This design comes from an exercise in tuning for small area on the open sky130 flow, not from production work. RTL that was checked went through simulation tests only; none was proved equivalent to the original. For run 1, only the layout was checked, not whether the RTL still works. Power figures rest on the tool's default switching activity, not on a simulated workload.

## flow/design.v (module list and top-level ports; edited modules follow where they fit)
// module FIR: 929 lines
// module fa: 4 lines
// module mx: 3 lines
// module mx1: 3 lines
// module ha: 4 lines
module FIR(
	input				clk,
	input				rst_n,
	input				clk_en,
	input  [15:0]	filter_in,
	output [15:0]	filter_out
);
  // ...
==> flow/run.sh <==
#!/bin/bash
# synth_recipe.tcl (not shown) runs the flow's synth.tcl, then flattens the netlist and writes it again
# the make line also repeats each setting of config.mk as NAME=value (left out here)
make -C /OpenROAD-flow-scripts/flow DESIGN_CONFIG=/design/flow/config.mk WORK_HOME=/design/flow/orfs CLKGATE_MAP_FILE= SYNTH_SCRIPT=/design/flow/synth_recipe.tcl finish
==> flow/config.mk <==
export PLATFORM = sky130hd
export DESIGN_NAME = FIR
export DESIGN_NICKNAME = FIR
export VERILOG_FILES = /design/flow/design.v
export SDC_FILE = /design/flow/constraint.sdc
export NUM_CORES = 4
export LEC_CHECK = 0
export CAP_MARGIN = 20
export CORE_MARGIN = 2
export CORE_UTILIZATION = 40
export CTS_CLUSTER_DIAMETER = 100
export CTS_CLUSTER_SIZE = 30
export SLEW_MARGIN = 20
export SYNTH_HIERARCHICAL = 1
==> flow/constraint.sdc <==
create_clock -name core_clock -period 6.0 [get_ports {clk}]
set_input_delay 1.2000 -clock core_clock [delete_from_list [all_inputs] [get_ports {clk}]]
set_output_delay 1.2000 -clock core_clock [all_outputs]
set_load 0.01 [all_outputs]
==> out/qor.txt, run 1 <==
Io pins: 35
Post-Synth Adder-Cell Area: 41.2%
Power Total: 3.69 mW
Status: no timing/DRC/antenna violations
GRT overflow: 0
Routed Antenna Nets: 0
Post-Syn Area: 0.0129 mm²
CTS tree: yes
First-pass GRT wire length: 46.5 mm
Seq_cells: 196
Hold depth: 1
M1 GR Usage: 23.2%
Resized Gates After CTS: 9
Cells taking the most area after synthesis: fa_1 29%, dfxtp_1 28%, a22o_1 12%, ha_1 12%, dfrtp_1 3.1%
EDFF count, synth: 0
Min Tclk post-route: 5.89 ns
Vias in the first global route: 8,926
I/O Buffers: 34
RSZ-0062 raised after global routing: true
Worst Reg-to-Reg Cells: 18
Worst EP arrival: 6.23 ns
Most used DFF post-synth: dfxtp_1
Commonest non-fill, non-tap cells in the layout: 179 x fa_1, 178 x a22o_1, 176 x dfxtp_1
DR WL/cell: 18.2 µm
# Taps: 402
Initial antenna violation count: 0
CTS root buf: clkbuf_16
Worst-Margin Slew: 0.906 ns
Die area: 0.0336 mm²
Main power group: registers
Largest family of logic cells by synthesized area: adder cells
#FFs+latches synth: 196
Final WS setup: 0.109 ns
Final setup viols: 0
Critical Path Max Stage Delay: 0.54 ns
Fin util: 47.6%
CTS sink count: 196
Chip height: 183 µm
Slew margin rel.: 39.5%
Area of the multi-input gates: 0.00887 mm²
VDD IR max: 0.200 mV
==> run 2, diff against run 1 <==
--- a/flow/design.v
+++ b/flow/design.v
@@ -2,17 +2,17 @@
 module FIR(
 	input				clk,
 	input				rst_n,
 	input				clk_en,
 	input  [15:0]	filter_in,
 	output [15:0]	filter_out
 );
 reg [15:0] d0, d1, d2, d3, d4, d5, d6, d7, d8;
-reg [35:0] R;
+reg [41:0] R;
 reg [15:0] out;
 reg clr;    
 always @(posedge clk or negedge rst_n) begin
 	if (!rst_n) clr <= 1'b1;
 	else        clr <= 1'b0;
 end
 wire ld   = clk_en & ~clr;
 wire hold = ~clk_en & ~clr;
@@ -572,142 +572,138 @@
 wire s799, c800; fa us799 (.a(c708), .b(s753), .c(c752), .s(s799), .co(c800));
 wire s801, c802; ha us801 (.a(p3_x432), .b(c754), .s(s801), .co(c802));
 wire s803, c804; ha us803 (.a(s755), .b(s709), .s(s803), .co(c804));
 wire s805, c806; fa us805 (.a(c756), .b(s757), .c(c804), .s(s805), .co(c806));
 wire s807, c808; fa us807 (.a(c758), .b(s759), .c(c806), .s(s807), .co(c808));
 wire s809, c810; fa us809 (.a(c760), .b(s761), .c(c808), .s(s809), .co(c810));
 wire s811, c812; fa us811 (.a(c762), .b(s763), .c(c810), .s(s811), .co(c812));
 wire s813, c814; fa us813 (.a(c764), .b(s765), .c(c812), .s(s813), .co(c814));
-wire s815, c816; fa us815 (.a(c766), .b(s767), .c(c814), .s(s815), .co(c816));
-wire s817, c818; fa us817 (.a(c768), .b(s769), .c(c816), .s(s817), .co(c818));
-wire s819, c820; ha us819 (.a(c772), .b(s773), .s(s819), .co(c820));
-wire s821, c822; fa us821 (.a(c774), .b(s775), .c(c820), .s(s821), .co(c822));
-wire s823, c824; fa us823 (.a(c776), .b(s777), .c(c822), .s(s823), .co(c824));
-wire s825, c826; ha us825 (.a(c780), .b(s781), .s(s825), .co(c826));
-wire s827, c828; fa us827 (.a(c782), .b(s783), .c(c826), .s(s827), .co(c828));
-wire s829, c830; ha us829 (.a(c786), .b(s787), .s(s829), .co(c830));
-wire s831, c832; fa us831 (.a(c788), .b(s789), .c(c830), .s(s831), .co(c832));
-wire s833, c834; ha us833 (.a(c792), .b(s793), .s(s833), .co(c834));
-wire s835, c836; fa us835 (.a(c794), .b(s795), .c(c834), .s(s835), .co(c836));
-wire s837, c838; ha us837 (.a(c798), .b(s799), .s(s837), .co(c838));
-wire s839, c840; fa us839 (.a(c800), .b(s801), .c(c838), .s(s839), .co(c840));
-wire s841, c842; ha us841 (.a(c802), .b(c840), .s(s841), .co(c842));
-wire s843 = ~R[24];
-wire c844 = R[24];
-wire s845 = ~R[29];
-wire c846 = R[29];
-wire s847, c848; ha us847 (.a(R[8]), .b(R[9]), .s(s847), .co(c848));
-wire s849, c850; ha us849 (.a(R[14]), .b(R[15]), .s(s849), .co(c850));
-wire s851, c852; ha us851 (.a(R[19]), .b(R[20]), .s(s851), .co(c852));
-wire s853, c854; ha us853 (.a(R[25]), .b(R[26]), .s(s853), .co(c854));
-wire s855 = ~(R[27] ^ c844);
-wire c856 = R[27] | c844;
-wire s857 = ~R[28];
-wire c858 = R[28];
-wire s859, c860; fa us859 (.a(R[30]), .b(R[31]), .c(s845), .s(s859), .co(c860));
-wire s861 = ~(R[32] ^ c846);
-wire c862 = R[32] | c846;
-wire s863 = ~R[33];
-wire c864 = R[33];
-wire s865 = ~R[34];
-wire c866 = R[34];
-wire s867 = ~R[35];
-wire c868 = R[35];
-wire k869 = 1'b1 & R[1];
-wire k870 = R[2] & k869;
-wire k871 = R[3] & k870;
-wire k872 = R[4] & k871;
-wire k873 = R[5] & k872;
-wire k874 = R[6] & k873;
-wire k875 = R[7] & k874;
-wire k876 = (s847 & R[10]) | (s847 & k875) | (R[10] & k875);
-wire k877 = (c848 & R[11]) | (c848 & k876) | (R[11] & k876);
-wire k878 = R[12] & k877;
-wire s879, c880; ha us879 (.a(s849), .b(R[16]), .s(s879), .co(c880));
-wire s881, c882; ha us881 (.a(c850), .b(R[17]), .s(s881), .co(c882));
-wire s883, c884; ha us883 (.a(s851), .b(R[21]), .s(s883), .co(c884));
-wire s885, c886; ha us885 (.a(c852), .b(R[22]), .s(s885), .co(c886));
-wire s887, c888; ha us887 (.a(s853), .b(s843), .s(s887), .co(c888));
-wire s889, c890; ha us889 (.a(c854), .b(s855), .s(s889), .co(c890));
-wire s891, c892; ha us891 (.a(c856), .b(s857), .s(s891), .co(c892));
-wire s893, c894; ha us893 (.a(c858), .b(s859), .s(s893), .co(c894));
-wire s895, c896; ha us895 (.a(c860), .b(s861), .s(s895), .co(c896));
-wire s897, c898; ha us897 (.a(c862), .b(s863), .s(s897), .co(c898));
-wire s899, c900; ha us899 (.a(c864), .b(s865), .s(s899), .co(c900));
-wire s901, c902; ha us901 (.a(c866), .b(s867), .s(s901), .co(c902));
-wire s903, c904; ha us903 (.a(c868), .b(1'b1), .s(s903), .co(c904));
-wire Sag905 = 1'b0 | (R[13] & k878);
-wire Sag906 = c880 | (s879 & Sag905);
-wire Sag907 = 1'b0 | (R[18] & c882);
-wire Sap908 = R[18] & s881;
-wire Sag909 = c886 | (s885 & c884);
-wire Sap910 = s885 & s883;
-wire Sag911 = c888 | (s887 & 1'b0);
-wire Sap912 = s887 & R[23];
-wire Sag913 = c892 | (s891 & c890);
-wire Sap914 = s891 & s889;
-wire Sag915 = c896 | (s895 & c894);
-wire Sap916 = s895 & s893;
-wire Sag917 = c900 | (s899 & c898);
-wire Sap918 = s899 & s897;
-wire Sag919 = c904 | (s903 & c902);
-wire Sap920 = s903 & s901;
-wire Sag921 = c882 | (s881 & Sag906);
-wire Sag922 = Sag907 | (Sap908 & Sag906);
-wire Sag923 = 1'b0 | (R[23] & Sag909);
-wire Sap924 = R[23] & Sap910;
-wire Sag925 = Sag911 | (Sap912 & Sag909);
-wire Sap926 = Sap912 & Sap910;
-wire Sag927 = c894 | (s893 & Sag913);
-wire Sap928 = s893 & Sap914;
-wire Sag929 = Sag915 | (Sap916 & Sag913);
-wire Sap930 = Sap916 & Sap914;
-wire Sag931 = c902 | (s901 & Sag917);
-wire Sap932 = s901 & Sap918;
-wire Sag933 = Sag919 | (Sap920 & Sag917);
-wire Sap934 = Sap920 & Sap918;
-wire Sag935 = c884 | (s883 & Sag922);
-wire Sag936 = Sag909 | (Sap910 & Sag922);
-wire Sag937 = Sag923 | (Sap924 & Sag922);
-wire Sag938 = Sag925 | (Sap926 & Sag922);
-wire Sag939 = c898 | (s897 & Sag929);
-wire Sap940 = s897 & Sap930;
-wire Sag941 = Sag917 | (Sap918 & Sag929);
-wire Sap942 = Sap918 & Sap930;
-wire Sag943 = Sag931 | (Sap932 & Sag929);
-wire Sap944 = Sap932 & Sap930;
-wire Sag945 = Sag933 | (Sap934 & Sag929);
-wire Sap946 = Sap934 & Sap930;
-wire Sag947 = c890 | (s889 & Sag938);
-wire Sag948 = Sag913 | (Sap914 & Sag938);
-wire Sag949 = Sag927 | (Sap928 & Sag938);
-wire Sag950 = Sag929 | (Sap930 & Sag938);
-wire Sag951 = Sag939 | (Sap940 & Sag938);
-wire Sag952 = Sag941 | (Sap942 & Sag938);
-wire Sag953 = Sag943 | (Sap944 & Sag938);
-wire Sag954 = Sag945 | (Sap946 & Sag938);
-wire Sax955 = R[13] ^ k878;
-wire Sax956 = s879 ^ Sag905;
-wire Sax957 = s881 ^ Sag906;
-wire Sax958 = R[18] ^ Sag921;
-wire Sax959 = s883 ^ Sag922;
-wire Sax960 = s885 ^ Sag935;
-wire Sax961 = R[23] ^ Sag936;
-wire Sax962 = s887 ^ Sag937;
-wire Sax963 = s889 ^ Sag938;
-wire Sax964 = s891 ^ Sag947;
-wire Sax965 = s893 ^ Sag948;
-wire Sax966 = s895 ^ Sag949;
-wire Sax967 = s897 ^ Sag950;
-wire Sax968 = s899 ^ Sag951;
-wire Sax969 = s901 ^ Sag952;
-wire Sax970 = s903 ^ Sag953;
-wire [15:0] S = {Sax970, Sax969, Sax968, Sax967, Sax966, Sax965, Sax964, Sax963, Sax962, Sax961, Sax960, Sax959, Sax958, Sax957, Sax956, Sax955};
-wire [35:0] R_in = {c842, s841, s839, s837, c836, s797, c796, s835, s833, c832, s791, c790, s831, s829, c828, s785, c784, s827, s825, c824, s779, c778, s823, s821, s819, c818, s771, c770, s817, s815, s813, s811, s809, s807, s805, s803};
+wire s815, c816; ha us815 (.a(c768), .b(s769), .s(s815), .co(c816));
+wire s817, c818; fa us817 (.a(c770), .b(s771), .c(c816), .s(s817), .co(c818));
+wire s819, c820; ha us819 (.a(c796), .b(s797), .s(s819), .co(c820));
+wire s821, c822; fa us821 (.a(c798), .b(s799), .c(c820), .s(s821), .co(c822));
+wire s823 = ~R[38];
+wire c824 = R[38];
+wire s825, c826; ha us825 (.a(R[6]), .b(R[7]), .s(s825), .co(c826));
+wire s827, c828; ha us827 (.a(R[11]), .b(R[12]), .s(s827), .co(c828));
+wire s829, c830; ha us829 (.a(R[14]), .b(R[15]), .s(s829), .co(c830));
+wire s831, c832; ha us831 (.a(R[16]), .b(R[17]), .s(s831), .co(c832));
+wire s833, c834; ha us833 (.a(R[18]), .b(R[19]), .s(s833), .co(c834));
+wire s835, c836; ha us835 (.a(R[20]), .b(R[21]), .s(s835), .co(c836));
+wire s837, c838; ha us837 (.a(R[22]), .b(R[23]), .s(s837), .co(c838));
+wire s839, c840; ha us839 (.a(R[24]), .b(R[25]), .s(s839), .co(c840));
+wire s841, c842; ha us841 (.a(R[26]), .b(R[27]), .s(s841), .co(c842));
+wire s843, c844; ha us843 (.a(R[28]), .b(R[29]), .s(s843), .co(c844));
+wire s845 = ~(R[30] ^ R[31]);
+wire c846 = R[30] | R[31];
+wire s847 = ~(R[32] ^ R[33]);
+wire c848 = R[32] | R[33];
+wire s849 = ~(R[34] ^ R[35]);
+wire c850 = R[34] | R[35];
+wire s851 = ~R[36];
+wire c852 = R[36];
+wire s853 = ~R[37];
+wire c854 = R[37];
+wire s855, c856; fa us855 (.a(R[39]), .b(R[40]), .c(s823), .s(s855), .co(c856));
+wire s857 = ~(R[41] ^ c824);
+wire c858 = R[41] | c824;
+wire k859 = 1'b1 & R[1];
+wire k860 = R[2] & k859;
+wire k861 = R[3] & k860;
+wire k862 = R[4] & k861;
+wire k863 = R[5] & k862;
+wire k864 = (s825 & R[8]) | (s825 & k863) | (R[8] & k863);
+wire k865 = (c826 & R[9]) | (c826 & k864) | (R[9] & k864);
+wire k866 = R[10] & k865;
+wire k867 = (s827 & R[13]) | (s827 & k866) | (R[13] & k866);
+wire k868 = (c828 & s829) | (c828 & k867) | (s829 & k867);
+wire s869, c870; ha us869 (.a(c830), .b(s831), .s(s869), .co(c870));
+wire s871, c872; ha us871 (.a(c832), .b(s833), .s(s871), .co(c872));
+wire s873, c874; ha us873 (.a(c834), .b(s835), .s(s873), .co(c874));
+wire s875, c876; ha us875 (.a(c836), .b(s837), .s(s875), .co(c876));
+wire s877, c878; ha us877 (.a(c838), .b(s839), .s(s877), .co(c878));
+wire s879, c880; ha us879 (.a(c840), .b(s841), .s(s879), .co(c880));
+wire s881, c882; ha us881 (.a(c842), .b(s843), .s(s881), .co(c882));
+wire s883, c884; ha us883 (.a(c844), .b(s845), .s(s883), .co(c884));
+wire s885, c886; ha us885 (.a(c846), .b(s847), .s(s885), .co(c886));
+wire s887, c888; ha us887 (.a(c848), .b(s849), .s(s887), .co(c888));
+wire s889, c890; ha us889 (.a(c850), .b(s851), .s(s889), .co(c890));
+wire s891, c892; ha us891 (.a(c852), .b(s853), .s(s891), .co(c892));
+wire s893, c894; ha us893 (.a(c854), .b(s855), .s(s893), .co(c894));
+wire s895, c896; ha us895 (.a(c856), .b(s857), .s(s895), .co(c896));
+wire s897, c898; ha us897 (.a(c858), .b(1'b1), .s(s897), .co(c898));
+wire Sag899 = c870 | (s869 & k868);
+wire Sag900 = c872 | (s871 & Sag899);
+wire Sag901 = c876 | (s875 & c874);
+wire Sap902 = s875 & s873;
+wire Sag903 = c880 | (s879 & c878);
+wire Sap904 = s879 & s877;
+wire Sag905 = c884 | (s883 & c882);
+wire Sap906 = s883 & s881;
+wire Sag907 = c888 | (s887 & c886);
+wire Sap908 = s887 & s885;
+wire Sag909 = c892 | (s891 & c890);
+wire Sap910 = s891 & s889;
+wire Sag911 = c896 | (s895 & c894);
+wire Sap912 = s895 & s893;
+wire Sag913 = 1'b0 | (1'b1 & c898);
+wire Sap914 = 1'b1 & s897;
+wire Sag915 = c874 | (s873 & Sag900);
+wire Sag916 = Sag901 | (Sap902 & Sag900);
+wire Sag917 = c882 | (s881 & Sag903);
+wire Sap918 = s881 & Sap904;
+wire Sag919 = Sag905 | (Sap906 & Sag903);
+wire Sap920 = Sap906 & Sap904;
+wire Sag921 = c890 | (s889 & Sag907);
+wire Sap922 = s889 & Sap908;
+wire Sag923 = Sag909 | (Sap910 & Sag907);
+wire Sap924 = Sap910 & Sap908;
+wire Sag925 = c898 | (s897 & Sag911);
+wire Sap926 = s897 & Sap912;
+wire Sag927 = Sag913 | (Sap914 & Sag911);
+wire Sap928 = Sap914 & Sap912;
+wire Sag929 = c878 | (s877 & Sag916);
+wire Sag930 = Sag903 | (Sap904 & Sag916);
+wire Sag931 = Sag917 | (Sap918 & Sag916);
+wire Sag932 = Sag919 | (Sap920 & Sag916);
+wire Sag933 = c894 | (s893 & Sag923);
+wire Sap934 = s893 & Sap924;
+wire Sag935 = Sag911 | (Sap912 & Sag923);
+wire Sap936 = Sap912 & Sap924;
+wire Sag937 = Sag925 | (Sap926 & Sag923);
+wire Sap938 = Sap926 & Sap924;
+wire Sag939 = Sag927 | (Sap928 & Sag923);
+wire Sap940 = Sap928 & Sap924;
+wire Sag941 = c886 | (s885 & Sag932);
+wire Sag942 = Sag907 | (Sap908 & Sag932);
+wire Sag943 = Sag921 | (Sap922 & Sag932);
+wire Sag944 = Sag923 | (Sap924 & Sag932);
+wire Sag945 = Sag933 | (Sap934 & Sag932);
+wire Sag946 = Sag935 | (Sap936 & Sag932);
+wire Sag947 = Sag937 | (Sap938 & Sag932);
+wire Sag948 = Sag939 | (Sap940 & Sag932);
+wire Sax949 = s869 ^ k868;
+wire Sax950 = s871 ^ Sag899;
+wire Sax951 = s873 ^ Sag900;
+wire Sax952 = s875 ^ Sag915;
+wire Sax953 = s877 ^ Sag916;
+wire Sax954 = s879 ^ Sag929;
+wire Sax955 = s881 ^ Sag930;
+wire Sax956 = s883 ^ Sag931;
+wire Sax957 = s885 ^ Sag932;
+wire Sax958 = s887 ^ Sag941;
+wire Sax959 = s889 ^ Sag942;
+wire Sax960 = s891 ^ Sag943;
+wire Sax961 = s893 ^ Sag944;
+wire Sax962 = s895 ^ Sag945;
+wire Sax963 = s897 ^ Sag946;
+wire Sax964 = 1'b1 ^ Sag947;
+wire [15:0] S = {Sax964, Sax963, Sax962, Sax961, Sax960, Sax959, Sax958, Sax957, Sax956, Sax955, Sax954, Sax953, Sax952, Sax951, Sax950, Sax949};
+wire [41:0] R_in = {c802, c822, s801, c800, s821, s819, s795, c794, s793, c792, s791, c790, s789, c788, s787, c786, s785, c784, s783, c782, s781, c780, s779, c778, s777, c776, s775, c774, c818, s773, c772, s817, s815, c814, s767, c766, s813, s811, s809, s807, s805, s803};
 wire [15:0] d1_n;
 mx md1_n0 (.s1(ld), .a(d0[0]), .s0(hold), .b(d1[0]), .y(d1_n[0]));
 mx md1_n1 (.s1(ld), .a(d0[1]), .s0(hold), .b(d1[1]), .y(d1_n[1]));
 mx md1_n2 (.s1(ld), .a(d0[2]), .s0(hold), .b(d1[2]), .y(d1_n[2]));
 mx md1_n3 (.s1(ld), .a(d0[3]), .s0(hold), .b(d1[3]), .y(d1_n[3]));
 mx md1_n4 (.s1(ld), .a(d0[4]), .s0(hold), .b(d1[4]), .y(d1_n[4]));
 mx md1_n5 (.s1(ld), .a(d0[5]), .s0(hold), .b(d1[5]), .y(d1_n[5]));
 mx md1_n6 (.s1(ld), .a(d0[6]), .s0(hold), .b(d1[6]), .y(d1_n[6]));
@@ -851,53 +847,59 @@
 mx md0_n8 (.s1(clk_en), .a(filter_in[8]), .s0(hold), .b(d0[8]), .y(d0_n[8]));
 mx md0_n9 (.s1(clk_en), .a(filter_in[9]), .s0(hold), .b(d0[9]), .y(d0_n[9]));
 mx md0_n10 (.s1(clk_en), .a(filter_in[10]), .s0(hold), .b(d0[10]), .y(d0_n[10]));
 mx md0_n11 (.s1(clk_en), .a(filter_in[11]), .s0(hold), .b(d0[11]), .y(d0_n[11]));
 mx md0_n12 (.s1(clk_en), .a(filter_in[12]), .s0(hold), .b(d0[12]), .y(d0_n[12]));
 mx md0_n13 (.s1(clk_en), .a(filter_in[13]), .s0(hold), .b(d0[13]), .y(d0_n[13]));
 mx md0_n14 (.s1(clk_en), .a(filter_in[14]), .s0(hold), .b(d0[14]), .y(d0_n[14]));
 mx md0_n15 (.s1(clk_en), .a(filter_in[15]), .s0(hold), .b(d0[15]), .y(d0_n[15]));
-wire [35:0] R_n;
+wire [41:0] R_n;
 mx mR_n0 (.s1(ld), .a(R_in[0]), .s0(hold), .b(R[0]), .y(R_n[0]));
 mx1 mR_n1 (.s1(ld), .a(R_in[1]), .s0(hold), .b(R[1]), .c(clr), .y(R_n[1]));
 mx1 mR_n2 (.s1(ld), .a(R_in[2]), .s0(hold), .b(R[2]), .c(clr), .y(R_n[2]));
 mx1 mR_n3 (.s1(ld), .a(R_in[3]), .s0(hold), .b(R[3]), .c(clr), .y(R_n[3]));
 mx1 mR_n4 (.s1(ld), .a(R_in[4]), .s0(hold), .b(R[4]), .c(clr), .y(R_n[4]));
 mx1 mR_n5 (.s1(ld), .a(R_in[5]), .s0(hold), .b(R[5]), .c(clr), .y(R_n[5]));
-mx1 mR_n6 (.s1(ld), .a(R_in[6]), .s0(hold), .b(R[6]), .c(clr), .y(R_n[6]));
+mx mR_n6 (.s1(ld), .a(R_in[6]), .s0(hold), .b(R[6]), .y(R_n[6]));
 mx1 mR_n7 (.s1(ld), .a(R_in[7]), .s0(hold), .b(R[7]), .c(clr), .y(R_n[7]));
 mx mR_n8 (.s1(ld), .a(R_in[8]), .s0(hold), .b(R[8]), .y(R_n[8]));
 mx1 mR_n9 (.s1(ld), .a(R_in[9]), .s0(hold), .b(R[9]), .c(clr), .y(R_n[9]));
-mx mR_n10 (.s1(ld), .a(R_in[10]), .s0(hold), .b(R[10]), .y(R_n[10]));
-mx1 mR_n11 (.s1(ld), .a(R_in[11]), .s0(hold), .b(R[11]), .c(clr), .y(R_n[11]));
+mx1 mR_n10 (.s1(ld), .a(R_in[10]), .s0(hold), .b(R[10]), .c(clr), .y(R_n[10]));
+mx mR_n11 (.s1(ld), .a(R_in[11]), .s0(hold), .b(R[11]), .y(R_n[11]));
 mx1 mR_n12 (.s1(ld), .a(R_in[12]), .s0(hold), .b(R[12]), .c(clr), .y(R_n[12]));
-mx1 mR_n13 (.s1(ld), .a(R_in[13]), .s0(hold), .b(R[13]), .c(clr), .y(R_n[13]));
+mx mR_n13 (.s1(ld), .a(R_in[13]), .s0(hold), .b(R[13]), .y(R_n[13]));
 mx mR_n14 (.s1(ld), .a(R_in[14]), .s0(hold), .b(R[14]), .y(R_n[14]));
 mx1 mR_n15 (.s1(ld), .a(R_in[15]), .s0(hold), .b(R[15]), .c(clr), .y(R_n[15]));
 mx mR_n16 (.s1(ld), .a(R_in[16]), .s0(hold), .b(R[16]), .y(R_n[16]));
 mx1 mR_n17 (.s1(ld), .a(R_in[17]), .s0(hold), .b(R[17]), .c(clr), .y(R_n[17]));
-mx1 mR_n18 (.s1(ld), .a(R_in[18]), .s0(hold), .b(R[18]), .c(clr), .y(R_n[18]));
-mx mR_n19 (.s1(ld), .a(R_in[19]), .s0(hold), .b(R[19]), .y(R_n[19]));
-mx1 mR_n20 (.s1(ld), .a(R_in[20]), .s0(hold), .b(R[20]), .c(clr), .y(R_n[20]));
-mx mR_n21 (.s1(ld), .a(R_in[21]), .s0(hold), .b(R[21]), .y(R_n[21]));
-mx1 mR_n22 (.s1(ld), .a(R_in[22]), .s0(hold), .b(R[22]), .c(clr), .y(R_n[22]));
+mx mR_n18 (.s1(ld), .a(R_in[18]), .s0(hold), .b(R[18]), .y(R_n[18]));
+mx1 mR_n19 (.s1(ld), .a(R_in[19]), .s0(hold), .b(R[19]), .c(clr), .y(R_n[19]));
+mx mR_n20 (.s1(ld), .a(R_in[20]), .s0(hold), .b(R[20]), .y(R_n[20]));
+mx1 mR_n21 (.s1(ld), .a(R_in[21]), .s0(hold), .b(R[21]), .c(clr), .y(R_n[21]));
+mx mR_n22 (.s1(ld), .a(R_in[22]), .s0(hold), .b(R[22]), .y(R_n[22]));
 mx1 mR_n23 (.s1(ld), .a(R_in[23]), .s0(hold), .b(R[23]), .c(clr), .y(R_n[23]));
 mx mR_n24 (.s1(ld), .a(R_in[24]), .s0(hold), .b(R[24]), .y(R_n[24]));
-mx mR_n25 (.s1(ld), .a(R_in[25]), .s0(hold), .b(R[25]), .y(R_n[25]));
+mx1 mR_n25 (.s1(ld), .a(R_in[25]), .s0(hold), .b(R[25]), .c(clr), .y(R_n[25]));
 mx mR_n26 (.s1(ld), .a(R_in[26]), .s0(hold), .b(R[26]), .y(R_n[26]));
-mx mR_n27 (.s1(ld), .a(R_in[27]), .s0(hold), .b(R[27]), .y(R_n[27]));
+mx1 mR_n27 (.s1(ld), .a(R_in[27]), .s0(hold), .b(R[27]), .c(clr), .y(R_n[27]));
 mx mR_n28 (.s1(ld), .a(R_in[28]), .s0(hold), .b(R[28]), .y(R_n[28]));
-mx mR_n29 (.s1(ld), .a(R_in[29]), .s0(hold), .b(R[29]), .y(R_n[29]));
+mx1 mR_n29 (.s1(ld), .a(R_in[29]), .s0(hold), .b(R[29]), .c(clr), .y(R_n[29]));
 mx mR_n30 (.s1(ld), .a(R_in[30]), .s0(hold), .b(R[30]), .y(R_n[30]));
 mx mR_n31 (.s1(ld), .a(R_in[31]), .s0(hold), .b(R[31]), .y(R_n[31]));
 mx mR_n32 (.s1(ld), .a(R_in[32]), .s0(hold), .b(R[32]), .y(R_n[32]));
 mx mR_n33 (.s1(ld), .a(R_in[33]), .s0(hold), .b(R[33]), .y(R_n[33]));
 mx mR_n34 (.s1(ld), .a(R_in[34]), .s0(hold), .b(R[34]), .y(R_n[34]));
 mx mR_n35 (.s1(ld), .a(R_in[35]), .s0(hold), .b(R[35]), .y(R_n[35]));
+mx mR_n36 (.s1(ld), .a(R_in[36]), .s0(hold), .b(R[36]), .y(R_n[36]));
+mx mR_n37 (.s1(ld), .a(R_in[37]), .s0(hold), .b(R[37]), .y(R_n[37]));
+mx mR_n38 (.s1(ld), .a(R_in[38]), .s0(hold), .b(R[38]), .y(R_n[38]));
+mx mR_n39 (.s1(ld), .a(R_in[39]), .s0(hold), .b(R[39]), .y(R_n[39]));
+mx mR_n40 (.s1(ld), .a(R_in[40]), .s0(hold), .b(R[40]), .y(R_n[40]));
+mx mR_n41 (.s1(ld), .a(R_in[41]), .s0(hold), .b(R[41]), .y(R_n[41]));
 wire [15:0] out_n;
 mx mout_n0 (.s1(ld), .a(S[0]), .s0(nld), .b(out[0]), .y(out_n[0]));
 mx mout_n1 (.s1(ld), .a(S[1]), .s0(nld), .b(out[1]), .y(out_n[1]));
 mx mout_n2 (.s1(ld), .a(S[2]), .s0(nld), .b(out[2]), .y(out_n[2]));
 mx mout_n3 (.s1(ld), .a(S[3]), .s0(nld), .b(out[3]), .y(out_n[3]));
 mx mout_n4 (.s1(ld), .a(S[4]), .s0(nld), .b(out[4]), .y(out_n[4]));
 mx mout_n5 (.s1(ld), .a(S[5]), .s0(nld), .b(out[5]), .y(out_n[5]));
 mx mout_n6 (.s1(ld), .a(S[6]), .s0(nld), .b(out[6]), .y(out_n[6]));
==> run 2 against run 1 <==
  * Register-to-register slack improved by 0.24 ns
  * Setup slack improved by 0.24 ns
  * Worst hold slack improved by 0.0056 ns
  * Fmax increased by 4.3%
  * Flip-flop and latch count increased by 6
  * Critical endpoint is now R[29]
==> out/qor.txt, run 2 <==
Clock Latency Late Sink: 0.49 ns (was 0.45 ns)
Cells taking the most area after synthesis: dfxtp_1 28%, fa_1 28%, ha_1 12%, a22o_1 12%, dfrtp_1 3.0% (was fa_1 29%, dfxtp_1 28%, a22o_1 12%, ha_1 12%, dfrtp_1 3.1%)
Crit path kind: register to register (unchanged)
Final setup TNS: 0 ns (unchanged)
CTS root buf: clkbuf_16 (unchanged)
H-tree Lvls: 1 (was 4)
Via count: 8,318 (was 8,368)
Critical Path Slowest Stage Cell: fa_1 (unchanged)
Fin util: 44.6% (was 47.6%)
Largest family of logic cells by synthesized area: adder cells (unchanged)
Number of synthesis warnings: 7 (unchanged)
Drt first pass iters: 4 (unchanged)
Max-cap check violation count: 0 (unchanged)
Sw Pwr: 1.03 mW (was 1.15 mW)
Io pins: 35 (unchanged)
Yosys cell types: 58 (was 45)
RR Endpoint: R[29] (was R[23])
Hold_sp: R[38] (was R[27])
#FFs+latches synth: 202 (was 196)
R2R Path Start: d2[1] (unchanged)
Starting density of the core: 40.5% (was 40.6%)
Reg with most FFs: R (unchanged)
Worst Reg-to-Reg Cells: 16 (was 18)
Chip height: 185 µm (was 183 µm)
GP Congestion: 0.817 (was 0.846)
Area grow syn2layout: 10.2% (was 17.1%)
Combinational power share: 29.1% (was 28.1%)
Req. time, crit path: 6.39 ns (was 6.34 ns)
Mux cell area share after synthesis: 0% (unchanged)
Nets: 1,425 (was 1,448)
Post-Syn Instances: 1,039 (was 997)
Internal power: 2.31 mW (was 2.54 mW)
Clk buf depth: 3 (was 2)
Power share of the clock group: 25.5% (was 31.8%)
Post-Syn Nets: 1,368 (was 1,326)
Iter 0 DRT Violations: 408 (was 380)
Most frequent cell after synthesis: dfxtp_1 (was fa_1)
Worst path bufs/invs: 0 (unchanged)
Cell Pwr Density: 231 mW/mm² (was 245 mW/mm²)
Max reg flops: 41 (was 35)
Hold Fails Final Rpt: 0 (unchanged)
Xor/xnor share of the synthesized area: 3.65% (was 2.93%)
Largest net degree at the start of global routing: 130 (was 107)
Die area: 0.0343 mm² (was 0.0336 mm²)
Worst EP arrival: 6.04 ns (was 6.23 ns)
Top cell by count, worst path: fa_1 (unchanged)
Antenna Cells: 0 (unchanged)
Worst-path clk slew: 0.12 ns (was 0.08 ns)
Most frequent cells after synthesis: 185 x dfxtp_1, 184 x a22o_1, 181 x fa_1, 129 x ha_1, 54 x inv_1 (was 187 x fa_1, 179 x dfxtp_1, 178 x a22o_1, 123 x ha_1, 50 x inv_1)
Final setup viols: 0 (unchanged)
Sequential Power Share: 45.4% (was 40.1%)
Crit path cell chain: fa_1 > ha_1 > ha_1 > o21a_1 > o21ai_1 > a21oi_2 > o21ai_2 > a21oi_1 > or3_1 > ha_2 > fa_1 > fa_1 > fa_1 > fa_1 > fa_1 > a221o_1 (was fa_1 > ha_1 > ha_1 > o21a_1 > o21ai_4 > a21oi_4 > nor2_2 > o2111ai_2 > a21oi_2 > o21bai_1 > ha_1 > fa_1 > fa_1 > fa_2 > fa_1 > fa_1 > fa_1 > a221o_1)
Flop-to-flop setup slack: 0.35 ns (was 0.11 ns)
Worst Hold Class: register to register (unchanged)
Routed wire length: 28.2 mm (was 28.0 mm)
Critical path endpoint category: register (unchanged)
Final Max Slew Viols: 0 (unchanged)
EDFF count, synth: 0 (unchanged)
Simple-gate portion of the synthesized area: 3.58% (was 3.28%)
Post-DP HPWL: 21.9 mm (was 21.7 mm)
DR WL/cell: 18.3 µm (was 18.2 µm)
Register area share after synthesis: 31.4% (was 31.2%)
VDD IR max: 0.188 mV (was 0.200 mV)
Crit Path Max Fanout: 4 (was 3)
Asr flop ratio synth: 8.42% (was 8.67%)
Min Tclk post-route: 5.65 ns (was 5.89 ns)
FMAX: 177 MHz (was 170 MHz)
Routed Antenna Nets: 0 (unchanged)
GRT overflow: 0 (unchanged)
CTS tree: yes (unchanged)
Mean area per synthesized cell: 12.7 µm² (was 12.9 µm²)
Hold depth: 1 (unchanged)
Post-synthesis compound-gate area fraction: 19.9% (about the same)
Worst-Margin Slew: 1.03 ns (was 0.906 ns)
Ratio of cells with drive above 1 in the final layout: 5.00% (was 13.7%)
Hold EP: R[38] (was R[27])
Core area: 0.0325 mm² (was 0.0316 mm²)
TritonCTS buffer count: 11 (was 17)
First-pass GRT wire length: 47.6 mm (was 46.5 mm)
Vias in the first global route: 8,912 (was 8,926)
Synth top area share: 28.2% (was 29.1%)
Vias per Instance: 5.39 (was 5.46)
Clock skew: 0.0201 ns (was 0.0149 ns)
Die X: 185 µm (was 183 µm)
Slew margin rel.: 31.4% (was 39.5%)
Commonest non-fill, non-tap cells in the layout: 184 x dfxtp_1, 184 x a22o_1, 181 x fa_1 (was 179 x fa_1, 178 x a22o_1, 176 x dfxtp_1)
Static leakage: 6.73 nW (was 7.10 nW)
RSZ-0062 raised after global routing: false (was true)
Critical Path Max Stage Delay: 0.55 ns (was 0.54 ns)
Post-Synth Adder-Cell Area: 39.8% (was 41.2%)
CTS sink count: 202 (was 196)
Nature of the critical path startpoint: register (unchanged)
DR DRC count: 0 (unchanged)
# rows: 66 (was 65)
Most used DFF post-synth: dfxtp_1 (unchanged)
Initial antenna violation count: 0 (unchanged)
Status: no timing/DRC/antenna violations (unchanged)
Fin crit share: 94.1% (was 98.2%)
Crit path max-delay family: adder cells (unchanged)
Biggest area consumer among synthesized cells: dfxtp_1 (was fa_1)
I/O Buffers: 34 (unchanged)
Sw frac: 30.9% (was 31.1%)
GRT Util Overall: 17.6% (about the same)
Post-Syn Area: 0.0131 mm² (was 0.0129 mm²)
run 2: timing repair:
| item | in CTS | in global routing |
|---|---|---|
| endpoints found under the setup margin | 0 | 10 |
| resized for setup | 0 | 5 |
| hold buffers | 0 | 0 |
| buffers inserted | 0 | 0 |
run 2: worst max path at each step:
stage	startpoint	endpoint	slack [ns]	cells past startpoint
finish	d2[1]	R[29]	0.35	16
global route	d2[1]	R[29]	0.05	16
detailed placement	d4[1]	R[29]	0.14	16
global placement	d4[1]	R[29]	0.19	16
floorplan	d4[1]	R[10]	0.52	15
CTS	d4[1]	R[29]	0.09	16
run 2: through the flow:
stage	instances	hold slack (ns)	worst slack [ns]	area, µm²	power [mW]
4_1_cts	1542	0.485	0.0912	14500	3.40
5_1_grt	1542	0.498	0.0543	14500	3.60
3_3_place_gp	1525	0.456	0.189	14100	2.53
6_report	1542	0.482	0.352	14500	3.34
3_5_place_dp	1525	0.456	0.135	14100	2.55
2_1_floorplan	1039	0.439	0.517	13200	2.22
run 2: Yosys stat by module (local to each module, per instance):
module / times used / cells
mx: 184 / 1
mx1: 17 / 1
fa: 181 / 1
FIR: 1 / 554
ha: 103 / 1
run 2: per-layer routing:
metal	GRT usage (%)	wire length [µm]	part of all wire, %	up-vias
met2	31.2	14300	51	62
met5	0	0	0	-
li1	-	-	-	3950
met1	23.1	12900	46	4282
met4	3.46	446	1.6	0
met3	2.01	516	1.8	24
run 2: layout make-up:
type / count / area (µm²)
Fill cell: 3014 / 18000
Multi-Input combinational cell: 782 / 8830
Sequential cell: 202 / 4130
Tap cell: 442 / 553
Timing Repair Buffer: 45 / 435
Clock buffer: 14 / 297
Inverter: 54 / 208
Clock inverter: 3 / 38.8
run 2: power groups by stage:
stage / sequential, mW / clock, mW / combinational (mW)
3_3_place_gp: 1.55 / 0 / 0.984
4_1_cts: 1.52 / 0.875 / 1.00
2_1_floorplan: 1.55 / 0 / 0.667
5_1_grt: 1.53 / 0.926 / 1.14
6_report: 1.52 / 0.851 / 0.973
3_5_place_dp: 1.55 / 0 / 1.00
run 2: kinds of logic (layout without fill, tap and decap cells):
family | Yosys count | after routing
fa+ha+maj | 310 | 310
flops | 202 | 202
simple gates | 96 | 96
other cells | 2 | 2
compound gates | 320 | 320
xor+xnor | 54 | 54
buf+inv | 55 | 116

## static timing again, ports no longer ideal
Ports are ideal in the flow. The routed layouts listed here were re-timed in OpenROAD. Step 1 (the two cells are an assumption about what drives the block):
set clk [get_ports {clk}]
set_driving_cell -lib_cell sky130_fd_sc_hd__clkbuf_16 $clk
set_driving_cell -lib_cell sky130_fd_sc_hd__buf_2 [delete_from_list [all_inputs] $clk]
Step 2, shift: input delay + t, output delay - t, t = (earliest + latest rising clock arrival at the registers) / 2. This alone moves slack from input paths to output paths. Three values: ideal, step 1, step 2; two values: the first two.
| run | shift t [ns] | setup WS [ns] | worst setup path after step 2 |
|---|---|---|---|
| run 1 | 0.489 | 0.109 / 0.109 / 0.109 | register to register |
| run 2 | 0.530 | 0.352 / 0.352 / 0.352 | register to register |
After both steps every run listed still meets setup and hold.
